This design comes from an exercise in tuning for small area, a short achievable clock period and few clock cycles per item on the open sky130 flow, not from production work.
Function was checked by simulation only, so behaviour that the tests miss may differ from the original.

==> design.v <==
`timescale 1ns / 1ps
`default_nettype none
module aes_sbox(
    input wire [7:0] a,
    output wire [7:0] y
);
    localparam [255:0] T0 = 256'h4f1ead396f247a0410bdb210c006eab568ab4bfa8acb7a13b14ede67096c6eed;
    localparam [255:0] T1 = 256'hc870974094ead8a96a450b2ef33486b4e61a4c5e97816f7a7bae007d4c53fc7d;
    localparam [255:0] T2 = 256'hac39b6c0d6ce2efc577d64e03b0c3ffb23a869a2a428c424a16387fb3b48b4c6;
    localparam [255:0] T3 = 256'h4e9ddb76c892fb1be9da849cf6ac6c1b2568ea2effa8527d109020a2193d586a;
    localparam [255:0] T4 = 256'hf210a3aece472e532624b286bc48ecb4f7f17a494ce30f58c2b0f97752b8b11e;
    localparam [255:0] T5 = 256'h54b248130b4f256f7d8dcc4706319e086bc2aa4e0d787aa4f8045f7b6d98dd7f;
    localparam [255:0] T6 = 256'h21e0b833255917823f6bcb91b30db559e4851b3bf3ab2560980a3cc2c2fdb4ff;
    localparam [255:0] T7 = 256'h52379de7b844e3e14cb3770196ca0329e7bac28f866aac825caa2ec7bf977090;
    assign y[0] = T0[a];
    assign y[1] = T1[a];
    assign y[2] = T2[a];
    assign y[3] = T3[a];
    assign y[4] = T4[a];
    assign y[5] = T5[a];
    assign y[6] = T6[a];
    assign y[7] = T7[a];
endmodule
`default_nettype wire
`timescale 1ns / 1ps
`default_nettype none
module cipher(
    input wire clk_in,
    input wire rst_in,
    input wire start,
    input wire [127:0] block_in,
    input wire [127:0] key_in,
    output logic [127:0] result_out,
    output logic valid_out
);
    logic [127:0] state;
    logic [127:0] round_key;
    logic [3:0] count;
    function automatic [7:0] byte_at(input [127:0] x, input integer r, input integer c);
        byte_at = x[127 - 8 * (4 * r + c) -: 8];
    endfunction
    function automatic [7:0] xtime(input [7:0] a);
        xtime = {a[6:0], 1'b0} ^ (a[7] ? 8'h1b : 8'h00);
    endfunction
    logic [7:0] rcon;
    always_comb begin
        case (count)
            4'd1: rcon = 8'h02;
            4'd2: rcon = 8'h04;
            4'd3: rcon = 8'h08;
            4'd4: rcon = 8'h10;
            4'd5: rcon = 8'h20;
            4'd6: rcon = 8'h40;
            4'd7: rcon = 8'h80;
            4'd8: rcon = 8'h1b;
            4'd9: rcon = 8'h36;
            default: rcon = 8'h01;
        endcase
    end
    logic load;
    logic [127:0] shifted;
    wire [127:0] key_sel = load ? key_in : round_key;
    logic [127:0] next_key;
    logic [127:0] mixed;
    logic [127:0] sbox_in;
    logic [127:0] next_state;
    genvar r, c;
    generate
        for (r = 0; r < 4; r = r + 1) begin : g_shift
            for (c = 0; c < 4; c = c + 1) begin : g_col
                assign shifted[127 - 8 * (4 * r + c) -: 8] = byte_at(state, r, (c + r) % 4);
            end
        end
        for (r = 0; r < 4; r = r + 1) begin : g_key
            wire [7:0] sub;
            aes_sbox ks(.a(byte_at(key_sel, (r + 1) % 4, 3)), .y(sub));
            wire [7:0] t = (r == 0) ? (sub ^ rcon) : sub;
            wire [7:0] k0 = byte_at(key_sel, r, 0);
            wire [7:0] k1 = byte_at(key_sel, r, 1);
            wire [7:0] k2 = byte_at(key_sel, r, 2);
            wire [7:0] k3 = byte_at(key_sel, r, 3);
            assign next_key[127 - 8 * (4 * r + 0) -: 8] = k0 ^ t;
            assign next_key[127 - 8 * (4 * r + 1) -: 8] = (k0 ^ k1) ^ t;
            assign next_key[127 - 8 * (4 * r + 2) -: 8] = (k0 ^ k1 ^ k2) ^ t;
            assign next_key[127 - 8 * (4 * r + 3) -: 8] = (k0 ^ k1 ^ k2 ^ k3) ^ t;
        end
        for (c = 0; c < 4; c = c + 1) begin : g_mix
            wire [7:0] a0 = byte_at(shifted, 0, c);
            wire [7:0] a1 = byte_at(shifted, 1, c);
            wire [7:0] a2 = byte_at(shifted, 2, c);
            wire [7:0] a3 = byte_at(shifted, 3, c);
            wire [7:0] tot = a0 ^ a1 ^ a2 ^ a3;
            assign mixed[127 - 8 * (4 * 0 + c) -: 8] = a0 ^ tot ^ xtime(a0 ^ a1);
            assign mixed[127 - 8 * (4 * 1 + c) -: 8] = a1 ^ tot ^ xtime(a1 ^ a2);
            assign mixed[127 - 8 * (4 * 2 + c) -: 8] = a2 ^ tot ^ xtime(a2 ^ a3);
            assign mixed[127 - 8 * (4 * 3 + c) -: 8] = a3 ^ tot ^ xtime(a3 ^ a0);
        end
        for (r = 0; r < 16; r = r + 1) begin : g_sub
            aes_sbox sb(.a(sbox_in[8 * r + 7 -: 8]), .y(next_state[8 * r + 7 -: 8]));
        end
    endgenerate
    assign sbox_in = (load ? block_in : mixed) ^ key_sel;
    assign result_out = shifted ^ round_key;
    always_ff @(posedge clk_in) begin
        state <= next_state;
        round_key <= next_key;
    end
    always_ff @(posedge clk_in) begin
        if (rst_in) begin
            count <= 4'd0;
            load <= 1'b1;
            valid_out <= 1'b0;
        end else begin
            if (count == 4'd0) count <= start ? 4'd1 : 4'd0;
            else if (count == 4'd10) count <= 4'd0;
            else count <= count + 4'd1;
            load <= !((count == 4'd0 && start) || (count != 4'd0 && count < 4'd9));
            valid_out <= (count == 4'd9);
        end
    end
endmodule
`default_nettype wire
==> flow/run.sh <==
#!/bin/bash
# The standard layout (standard.sh), except that synthesis does not extract half and full
# adders (ADDER_MAP_FILE left empty): the design has no arithmetic, and the extracted
# ha/fa cells are larger and slower than the XOR/NAND logic ABC maps otherwise.
set -euo pipefail
cd "$(dirname "$0")/.."
W=$PWD
sed -e 's#^\(make .*\) "\${@:-finish}"$#\1 ADDER_MAP_FILE= "${@:-finish}"#' standard.sh > standard_noadders.sh
grep -q 'ADDER_MAP_FILE= ' standard_noadders.sh
bash standard_noadders.sh finish > "$W/flow_make.log" 2>&1
test -s out/final.def
==> standard.sh <==
#!/bin/bash
# synth_recipe.tcl (not shown) runs the flow's synth.tcl, then flattens the netlist and writes it again
# the make line also repeats each setting of config.mk as NAME=value (left out here)
make -C /OpenROAD-flow-scripts/flow DESIGN_CONFIG=/design/flow/config.mk WORK_HOME=/design/flow/orfs CLKGATE_MAP_FILE= SYNTH_SCRIPT=/design/flow/synth_recipe.tcl "${@:-finish}"
==> config.mk <==
export PLATFORM = sky130hd
export DESIGN_NAME = cipher
export DESIGN_NICKNAME = cipher
export VERILOG_FILES = /design/flow/design.v
export SDC_FILE = /design/flow/constraint.sdc
export NUM_CORES = 4
export LEC_CHECK = 0
export ABC_AREA = 1
export CAP_MARGIN = 30
export CORE_MARGIN = 2
export CORE_UTILIZATION = 65
export SETUP_SLACK_MARGIN = 3.5
export SLEW_MARGIN = 40
==> constraint.sdc <==
create_clock -name core_clock -period 7.0 [get_ports {clk_in}]
set_input_delay 1.4000 -clock core_clock [delete_from_list [all_inputs] [get_ports {clk_in}]]
set_output_delay 1.4000 -clock core_clock [all_outputs]
set_load 0.01 [all_outputs]
==> summary.log, run 1 <==
qor: clock_tree.h-tree-depth 2
qor: yosys.syn_inst 14.8k
qor: yosys.yosys.cell_count.top_type sky130_fd_sc_hd__nand2_1
qor: outcome.first-error [ERROR GRT-0232] Routing congestion too high. Check the congestion heatmap in the GUI.
qor: global_routing.grt_overflow_total 452
qor: yosys.post-synth-top-area-fraction 29.8%
qor: timing.worst-ep-kind register data pin
qor: place.place_congestion 1.46
qor: place.dp_hpwl 289 mm
qor: outcome.failed_stage 5_1_grt
qor: outcome.status aborted with a tool error
qor: global_routing.groute.usage.overall 82.5%
qor: clock_tree.tritoncts.num_buffers 41
qor: yosys.synth-async-reset-ratio 0%
qor: yosys.synth.area.top_cells sky130_fd_sc_hd__nand2_1 (30%), sky130_fd_sc_hd__nand3_1 (23%), sky130_fd_sc_hd__dfxtp_1 (7.2%), sky130_fd_sc_hd__xor2_1 (5.1%), sky130_fd_sc_hd__nor2_1 (4.7%)
qor: place.placement.io_buffers 387
qor: die.floorplan.rows 122
qor: yosys.yosysWarnings 1
qor: yosys.synth_seq_cells 262
qor: yosys.avgSynthCellArea 4.90 µm²
qor: yosys.post_synthesis_net_count 15.1k
qor: yosys.seq_area_frac_synth 7.22%
qor: yosys.synth.largest_area_cell sky130_fd_sc_hd__nand2_1
qor: die.die_x 338 µm
qor: die.die_boundary_height 338 µm
qor: global_routing.pin_count_of_the_biggest_net_entering_global_routing 82
qor: yosys.synth.lib_cells_used.distinct 64
qor: die.io_pins 388
qor: yosys.synthesized_area 72600 µm²
qor: timing.postGrtWorstEndpoint round_key[71]$_DFF_P_/D
qor: clock_tree.clock_path_buffers 3
qor: yosys.synth.cells.most_frequent sky130_fd_sc_hd__nand2_1 (5768), sky130_fd_sc_hd__nand3_1 (3328), sky130_fd_sc_hd__nor2_1 (914)
qor: die.floorplan.initialDensity 65.6%
qor: yosys.synthFlopType sky130_fd_sc_hd__dfxtp_1
qor: yosys.synth_edf_count 0
qor: clock_tree.cell_at_the_root_of_the_clock_tree sky130_fd_sc_hd__clkbuf_16
qor: clock_tree.tritoncts_num_sinks 262
==> kinds of logic after synthesis <==
family	count (synthesis)	synth area share [%]
muxes	10	0.143
buffers and inverters	1778	10.4
xor gates and xnor gates	577	7.04
and+or+nand+nor	10500	61.9
DFF	262	7.22
AOI/OAI and AO/OA	1695	13.3
==> worst min-delay path by stage <==
stage | slack (ns) | depth (start not counted) | to
after CTS | 0.54 | 2 | count[2]
after detailed placement | 0.53 | 2 | count[2]
after global placement | 0.51 | 2 | count[2]
after floorplan | 0.48 | 2 | count[2]
==> per-stage QoR <==
stage | instance area (µm²) | hold WS, ns | worst slack, ns | utilization [%] | instances
3_3_place_gp | 75400 | 0.510 | 1.79 | 68.1 | 16000
3_5_place_dp | 75600 | 0.530 | 1.82 | 68.3 | 16000
2_1_floorplan | 72600 | 0.484 | 3.74 | - | 14800
4_1_cts | 80600 | 0.538 | 3.42 | 72.9 | 16100
==> per-layer routing <==
layer	track usage, %	GRT overflow
met1	83.0	34
met5	52.3	12
met4	77.8	180
met2	92.4	148
met3	75.7	78
==> repair_timing <==
| action | in CTS |
|---|---|
| gates resized for setup | 759 |
| setup buffers | 72 |
| setup endpoints to repair | 343 |
| pin swaps | 31 |
| hold buffers | 0 |
| cloned | 15 |
Testbench counts, summed over its fixed seeds: cycles 2,816, blocks 256.
==> run 2: changes to the inputs <==
==> flow/run.sh (replaced) <==
#!/bin/bash
# The standard layout (standard.sh) with two changes to how it is made:
#  - synthesis does not extract half and full adders (ADDER_MAP_FILE left empty): the
#    design has no arithmetic, and the extracted ha/fa cells are larger and slower than
#    the XOR/NAND logic ABC maps otherwise;
#  - the port buffers that placement inserts on every input and output are buf_2 cells
#    instead of the slow delay buffers buffer_ports picks by default.
set -euo pipefail
cd "$(dirname "$0")/.."
W=$PWD
sed -e 's#^\(make .*\) "\${@:-finish}"$#\1 ADDER_MAP_FILE= "BUFFER_PORTS_ARGS=-buffer_cell sky130_fd_sc_hd__buf_2" "${@:-finish}"#' standard.sh > standard_custom.sh
grep -q 'ADDER_MAP_FILE= "BUFFER_PORTS_ARGS' standard_custom.sh
bash standard_custom.sh finish > "$W/flow_make.log" 2>&1
test -s out/final.def
--- a/config.mk
+++ b/config.mk
@@ -9,5 +9,5 @@
 export CAP_MARGIN = 30
 export CORE_MARGIN = 2
-export CORE_UTILIZATION = 65
-export SETUP_SLACK_MARGIN = 3.5
+export CORE_UTILIZATION = 45
+export SETUP_SLACK_MARGIN = 3.6
 export SLEW_MARGIN = 40
==> run 2 against run 1 <==
Compared with the run above: the run now finishes clean; area after synthesis stayed put; synthesized cell count stayed put.
==> summary.log, run 2 <==
qor: yosys.seq_area_frac_synth 7.22%
qor: final_layout.flow.area_growth_from_synthesis 19.1%
qor: routing.drc 0
qor: clock_tree.clock_path_buffers 3
qor: final_layout.fillers 17.6k
qor: hold_path.min-delay-path-class flop to flop
qor: critical_path.critical_path.reg2reg.endpoint state[118]
qor: routing.via_count 117k
qor: routing.wirelength 496 mm
qor: yosys.post-synth-top-area-fraction 29.8%
qor: hold_path.worstHoldPathCells 2
qor: die.io_pins 388
qor: critical_path.reg2reg_slack 3.32 ns
qor: routing.routed_via_density 6.80
qor: global_routing.first_pass_grt_wire_length 682 mm
qor: job.maxCapViolations 0
qor: yosys.post_synthesis_net_count 15.1k
qor: clock_tree.tritoncts_clock_tree built
qor: hold_path.hold_path_startpoint count[2]
qor: final_layout.mostFrequentLayoutCell sky130_fd_sc_hd__nand2_1
qor: routing.detailedRoute.firstPassIterationCount 17
qor: die.floorplan.initialDensity 45.3%
qor: yosys.synth.lib_cells_used.distinct 64
qor: final_layout.fin_area 86500 µm²
qor: place.dp_hpwl 354 mm
qor: timing.max_slew_margin 28.5%
qor: yosys.synth.cells.most_frequent sky130_fd_sc_hd__nand2_1 (5768), sky130_fd_sc_hd__nand3_1 (3328), sky130_fd_sc_hd__nor2_1 (914)
qor: yosys.avgSynthCellArea 4.90 µm²
qor: critical_path.critical_path.max_fanout 9
qor: routing.detail_route.iter0.violations 26.2k
qor: routing.avgRoutedWirePerCell 28.9 µm
qor: timing.setup_viol 0
qor: timing.final_worst_path_period_need 3.68 ns
qor: timing.timing.setup.tns 0 ns
qor: yosys.syn_inst 14.8k
qor: clock_tree.tritoncts.num_buffers 43
qor: place.placement.io_buffers 387
qor: critical_path.crit_start state[24]
qor: global_routing.grt_overflow_total 0
qor: timing.unrepaired_setup_endpoints_after_global_routing yes
qor: timing.hold-worst-slack 0.541 ns
qor: clock_tree.h-tree-depth 2
qor: yosys.synthesized_area 72600 µm²
qor: clock_tree.tritoncts_num_sinks 262
qor: yosys.synth.area.top_cells sky130_fd_sc_hd__nand2_1 (30%), sky130_fd_sc_hd__nand3_1 (23%), sky130_fd_sc_hd__dfxtp_1 (7.2%), sky130_fd_sc_hd__xor2_1 (5.1%), sky130_fd_sc_hd__nor2_1 (4.7%)
qor: yosys.yosysWarnings 1
qor: global_routing.pin_count_of_the_biggest_net_entering_global_routing 70
qor: clock_tree.post_cts_hold_fix_bufs 0
qor: yosys.synth-async-reset-ratio 0%
qor: timing.max_slew.worst_pin.slew 1.06 ns
qor: critical_path.setup.worst_path.class flop to flop
qor: clock_tree.cell_at_the_root_of_the_clock_tree sky130_fd_sc_hd__clkbuf_16
qor: timing.fmax 271 MHz
qor: yosys.synth.largest_area_cell sky130_fd_sc_hd__nand2_1
qor: routing.final_antenna_net_count 0
qor: yosys.synthFlopType sky130_fd_sc_hd__dfxtp_1
qor: die.die_area 165000 µm²
qor: final_layout.design.final.nets 15.2k
qor: timing.layout_worst_path_cycle_share 52.6%
qor: timing.final_hold_viol_count 0
qor: die.coreArea 160000 µm²
qor: yosys.yosys.cell_count.top_type sky130_fd_sc_hd__nand2_1
qor: critical_path.critical_path.endpoint_type flop
qor: yosys.synth_seq_cells 262
qor: clock_tree.clkTransAtPathRegs 0.06 ns
qor: global_routing.number_of_global_route_vias_before_repair 101k
qor: outcome.status finished clean
qor: final_layout.finished_layout_cells 17.2k
qor: critical_path.r2r.worst_path.cells 18
qor: timing.slew_viol_final 0
qor: final_layout.drive_above_1_share 16.1%
qor: clock_tree.clock_insertion_delay_worst_skew 0.70 ns
qor: place.post-place-cells 16.7k
qor: final_layout.biggestRegsByFlops round_key x128, state x128, count x4
qor: yosys.synth_edf_count 0
qor: critical_path.worst_ep_arrival_time 4.22 ns
qor: die.die_boundary_height 406 µm
qor: place.place_congestion 1.21
qor: final_layout.most-common-layout-cells sky130_fd_sc_hd__nand2_1 (5315), sky130_fd_sc_hd__nand3_1 (3208), sky130_fd_sc_hd__nor2_1 (805)
qor: critical_path.timing.critical_path.from_type flop
qor: hold_path.hold_path_end count[2]
qor: critical_path.crit_required 7.54 ns
qor: final_layout.final_core_utilization 53.9%
qor: die.die_x 406 µm
qor: die.floorplan.rows 147
qor: global_routing.initial_antenna_violation_count 46
qor: place.placement.cell_area 75100 µm²
qor: global_routing.groute.usage.overall 55.0%
qor: critical_path.regToRegStartpoint state[24]
qor: timing.final.setup_skew 0.0584 ns
## run 2: cell counts after synthesis
No cell type changed its count.
## run 2: stage by stage
stage	worst slack, ns
after floorplan	3.74
after global placement	2.02
after detailed placement	2.06
after CTS	3.43
after global routing	3.34
final	3.32
## run 2: worst max-delay path by stage
| stage | to | slack [ns] | depth (start not counted) |
|---|---|---|---|
| finish | state[118] | 3.32 | 18 |
| global route | state[12] | 3.34 | 18 |
| CTS | state[118] | 3.43 | 21 |
| detailed placement | state[25] | 2.06 | 19 |
| global placement | state[65] | 2.02 | 16 |
| floorplan | state[56] | 3.74 | 14 |
## run 2: repair_timing
item,in CTS,in global routing
buffers inserted,59,245
setup endpoints to repair,265,270
gates cloned,5,42
resized for setup,651,1066
hold endpoints to repair,0,0
pin swaps,22,139
## run 2: logic make-up after synthesis
kind of cell / count (synthesis) / synth area share, %
compound gates: 1695 / 13.3
xor+xnor: 577 / 7.04
buf+inv: 1778 / 10.4
flops: 262 / 7.22
mux: 10 / 0.143
simple gates: 10500 / 61.9
## run 2: cell type report
| cell class | count | area (µm²) | share of cell area (%) |
|---|---|---|---|
| Antenna cell | 44 | 110 | 0.127 |
| Clock buffer | 52 | 1150 | 1.33 |
| Clock inverter | 25 | 337 | 0.389 |
| Inverter | 914 | 3720 | 4.30 |
| Multi-Input combinational cell | 12800 | 65800 | 76.0 |
| Sequential cell | 262 | 5400 | 6.24 |
| Tap cell | 2160 | 2700 | 3.12 |
| Timing Repair Buffer | 892 | 7240 | 8.37 |
| Timing Repair inverter | 7 | 83.8 | 0.0969 |
## run 2: routing by layer
| metal | track usage [%] | part of all wire (%) |
|---|---|---|
| met3 | 30.5 | 19 |
| met4 | 41.6 | 11 |
| met1 | 64.0 | 33 |
| met5 | 5.38 | 0.33 |
| met2 | 73.5 | 37 |
## run 2: critical path, cell delays in order (launching register included)
cell and delay (ns):
sky130_fd_sc_hd__dfxtp_1 0.37, sky130_fd_sc_hd__buf_4 0.33, sky130_fd_sc_hd__inv_1 0.18, sky130_fd_sc_hd__nand2_1 0.20
sky130_fd_sc_hd__nand3_1 0.10, sky130_fd_sc_hd__nand3_1 0.31, sky130_fd_sc_hd__nand3_1 0.14, sky130_fd_sc_hd__nand2_2 0.28
sky130_fd_sc_hd__nand2_2 0.24, sky130_fd_sc_hd__nand2_1 0.24, sky130_fd_sc_hd__nand2_2 0.18, sky130_fd_sc_hd__nand2_1 0.20
sky130_fd_sc_hd__nand2_1 0.13, sky130_fd_sc_hd__nand2_1 0.09, sky130_fd_sc_hd__nand3_1 0.14, sky130_fd_sc_hd__nand2_1 0.12
sky130_fd_sc_hd__nand2_1 0.07, sky130_fd_sc_hd__nand3_1 0.08, sky130_fd_sc_hd__nand2_1 0.12
==> run 3: changes to the inputs <==
--- a/config.mk
+++ b/config.mk
@@ -9,5 +9,5 @@
 export CAP_MARGIN = 30
 export CORE_MARGIN = 2
-export CORE_UTILIZATION = 45
-export SETUP_SLACK_MARGIN = 3.6
+export CORE_UTILIZATION = 42
+export SETUP_SLACK_MARGIN = 3.8
 export SLEW_MARGIN = 40
==> run 3 against run 2 <==
Compared with the run above: flip-flop and latch count is the same; still clean; worst hold slack lost 0.028 ns.
==> summary.log, run 3 <==
qor: outcome.status finished clean
qor: die.die_area 176000 µm²
qor: yosys.synth-async-reset-ratio 0%
qor: clock_tree.cell_at_the_root_of_the_clock_tree sky130_fd_sc_hd__clkbuf_16
qor: yosys.synth.largest_area_cell sky130_fd_sc_hd__nand2_1
qor: routing.drc 0
qor: final_layout.mostFrequentLayoutCell sky130_fd_sc_hd__nand2_1
qor: routing.dr_wl_met3 87.5 mm
qor: critical_path.crit_required 7.56 ns
qor: yosys.yosysWarnings 1
qor: final_layout.fillers 18.3k
qor: global_routing.first_pass_grt_wire_length 709 mm
qor: yosys.synth_edf_count 0
qor: job.maxCapViolations 0
qor: clock_tree.tritoncts_clock_tree built
qor: die.io_pins 388
qor: routing.avgRoutedWirePerCell 29.7 µm
qor: critical_path.crit_start state[24]
qor: timing.layout_worst_path_cycle_share 50.1%
qor: critical_path.timing.critical_path.from_type flop
qor: global_routing.number_of_global_route_vias_before_repair 102k
qor: timing.max_slew_margin 24.9%
qor: final_layout.most-common-layout-cells sky130_fd_sc_hd__nand2_1 (5203), sky130_fd_sc_hd__nand3_1 (3148), sky130_fd_sc_hd__nor2_1 (749)
qor: yosys.seq_area_frac_synth 7.22%
qor: place.dpl_worst_slack 2.03 ns
qor: timing.setup_viol 0
qor: yosys.synthesized_area 72600 µm²
qor: hold_path.hold_path_startpoint count[2]
qor: global_routing.grt_overflow_total 0
qor: routing.routed.top_layer met5
qor: timing.hold-worst-slack 0.513 ns
qor: die.die_boundary_height 420 µm
qor: timing.final.setup_skew 0.0543 ns
qor: timing.final_hold_viol_count 0
qor: yosys.syn_inst 14.8k
qor: routing.detail_route.iter0.violations 27.4k
qor: routing.via_count 118k
qor: timing.timing.setup.tns 0 ns
qor: hold_path.min-delay-path-class flop to flop
qor: clock_tree.clkTransAtPathRegs 0.06 ns
qor: final_layout.flow.area_growth_from_synthesis 26.2%
qor: critical_path.worst_ep_arrival_time 4.07 ns
qor: yosys.synth.lib_cells_used.distinct 64
qor: die.die_x 420 µm
qor: timing.fmax 285 MHz
qor: final_layout.design.final.nets 15.4k
qor: timing.unrepaired_setup_endpoints_after_global_routing yes
qor: routing.routed_via_density 6.75
qor: die.coreArea 172000 µm²
qor: critical_path.regToRegStartpoint state[24]
qor: routing.final_antenna_net_count 0
qor: routing.wirelength 520 mm
qor: critical_path.setup.worst_path.class flop to flop
qor: yosys.post-synth-top-area-fraction 29.8%
qor: clock_tree.tritoncts.num_buffers 45
qor: place.placement.io_buffers 387
qor: timing.slew_viol_final 0
qor: critical_path.critical_path.max_fanout 11
qor: final_layout.drive_above_1_share 19.8%
qor: clock_tree.post_cts_hold_fix_bufs 0
qor: routing.detailedRoute.firstPassIterationCount 23
qor: yosys.synth_seq_cells 262
qor: global_routing.pin_count_of_the_biggest_net_entering_global_routing 68
qor: yosys.yosys.cell_count.top_type sky130_fd_sc_hd__nand2_1
qor: yosys.synthFlopType sky130_fd_sc_hd__dfxtp_1
qor: timing.fin_ws 3.49 ns
qor: routing.met2_length 199 mm
qor: yosys.synth.area.top_cells sky130_fd_sc_hd__nand2_1 (30%), sky130_fd_sc_hd__nand3_1 (23%), sky130_fd_sc_hd__dfxtp_1 (7.2%), sky130_fd_sc_hd__xor2_1 (5.1%), sky130_fd_sc_hd__nor2_1 (4.7%)
qor: yosys.avgSynthCellArea 4.90 µm²
qor: critical_path.critical_path.endpoint_type flop
qor: clock_tree.h-tree-depth 2
qor: clock_tree.clock_path_buffers 3
qor: global_routing.groute.usage.overall 53.9%
qor: die.floorplan.initialDensity 42.3%
qor: die.floorplan.rows 152
qor: yosys.synth.cells.most_frequent sky130_fd_sc_hd__nand2_1 (5768), sky130_fd_sc_hd__nand3_1 (3328), sky130_fd_sc_hd__nor2_1 (914)
qor: place.place_congestion 1.15
qor: clock_tree.clock_insertion_delay_worst_skew 0.72 ns
qor: timing.final_worst_path_period_need 3.51 ns
qor: place.dp_hpwl 360 mm
qor: global_routing.initial_antenna_violation_count 37
qor: timing.max_slew.worst_pin.slew 1.12 ns
qor: yosys.post_synthesis_net_count 15.1k
qor: clock_tree.tritoncts_num_sinks 262
qor: final_layout.biggestRegsByFlops round_key x128, state x128, count x4
qor: routing.met1_length 170 mm
## run 3: cell counts after synthesis
No cell type changed its count.
## run 3: kinds of logic after synthesis
logic type	count (synthesis)	share of synthesized area, %
AND/OR/NAND/NOR	10500	61.9
buffers and inverters	1778	10.4
AO/OA/AOI/OAI	1695	13.3
XOR/XNOR	577	7.04
flip-flops	262	7.22
multiplexers	10	0.143
## run 3: through the flow
step                      cells  util, %  area [µm²]
after floorplan           14800        -       72600
after global placement    16900     43.8       75200
after detailed placement  16900     43.9       75500
after CTS                 17100     48.1       82600
after global routing      17500     53.3       91600
final                     17500     53.3       91600
## run 3: layout make-up
| cell class | instances | area, µm² | share of cell area [%] |
|---|---|---|---|
| multi-input combinational | 12800 | 68400 | 74.6 |
| clock buffer | 56 | 1230 | 1.34 |
| clock inverter | 27 | 392 | 0.427 |
| inverter | 914 | 3830 | 4.18 |
| timing repair inverter | 12 | 108 | 0.117 |
| tap | 2310 | 2890 | 3.15 |
| antenna | 23 | 57.6 | 0.0628 |
| timing repair buffer | 1086 | 9220 | 10.1 |
| sequential | 262 | 5540 | 6.04 |
## run 3: worst paths after layout
kind | to | slack (ns) | depth (start not counted)
worst min register to register | count[2] | 0.51 | 2
worst max register to register | state[49] | 3.49 | 21
worst max-delay path | state[49] | 3.49 | 21
worst min-delay path | count[2] | 0.51 | 2
## run 3: timing repair
action                     in CTS  in global routing
cloned                         19                 50
setup buffers                 121                345
setup endpoints to repair     331                267
resized for setup            1109               1313
pin swaps                      52                163
## run 3: routing by layer
metal | GRT usage, % | up-vias
met3 | 22.7 | 3952
met4 | 47.3 | 32
met5 | 0 | -
met2 | 74.8 | 12100
met1 | 62.8 | 52300
li1 | - | 49700
## run 3: critical path: stages (launching register included)
cell and delay (ns):
sky130_fd_sc_hd__dfxtp_4 0.41, sky130_fd_sc_hd__buf_4 0.17, sky130_fd_sc_hd__inv_1 0.15, sky130_fd_sc_hd__nand2_1 0.07
sky130_fd_sc_hd__nand2_1 0.10, sky130_fd_sc_hd__inv_1 0.06, sky130_fd_sc_hd__nand2_1 0.05, sky130_fd_sc_hd__nand2_1 0.06
sky130_fd_sc_hd__nand2_1 0.08, sky130_fd_sc_hd__nand3_2 0.24, sky130_fd_sc_hd__nand3_1 0.22, sky130_fd_sc_hd__nand2_4 0.18
sky130_fd_sc_hd__nand2_4 0.20, sky130_fd_sc_hd__nand2_4 0.13, sky130_fd_sc_hd__nand2_4 0.37, sky130_fd_sc_hd__nand3_1 0.21
sky130_fd_sc_hd__nand3_2 0.19, sky130_fd_sc_hd__nand2_1 0.07, sky130_fd_sc_hd__nand2_1 0.06, sky130_fd_sc_hd__nand2_1 0.05
sky130_fd_sc_hd__nand3_1 0.15, sky130_fd_sc_hd__nand2_2 0.13

==> afterwards: timing with drivers on the ports <==
The flow's constraints put no driver on any port. The routed layouts listed below were extracted and timed again, unchanged, in two steps. Step 1: set_driving_cell puts a clkbuf_16 on clk_in and a buf_2 on each other input, an assumption about the parent block. Step 2 also shifts input and output timing later by t, the mid clock arrival at the registers, as if the neighbouring blocks saw the same clock. a / b / c = no drivers / after step 1 / after step 2; a / b = the first two.
run | t (ns) | slack for setup (ns) | clock arrival spread, ns | pins driven straight from the clock port
run 2 | 0.766 | 3.316 / 3.316 / 2.796 | 0.059 / 0.059 | 1
run 3 | 0.780 | 3.493 / 3.493 / 2.821 | 0.054 / 0.055 | 1
After both steps setup and hold are still met in every run listed. The setup slack of run 3, which loses most, moves by 0.000 ns with the drivers and by -0.672 ns with both steps.
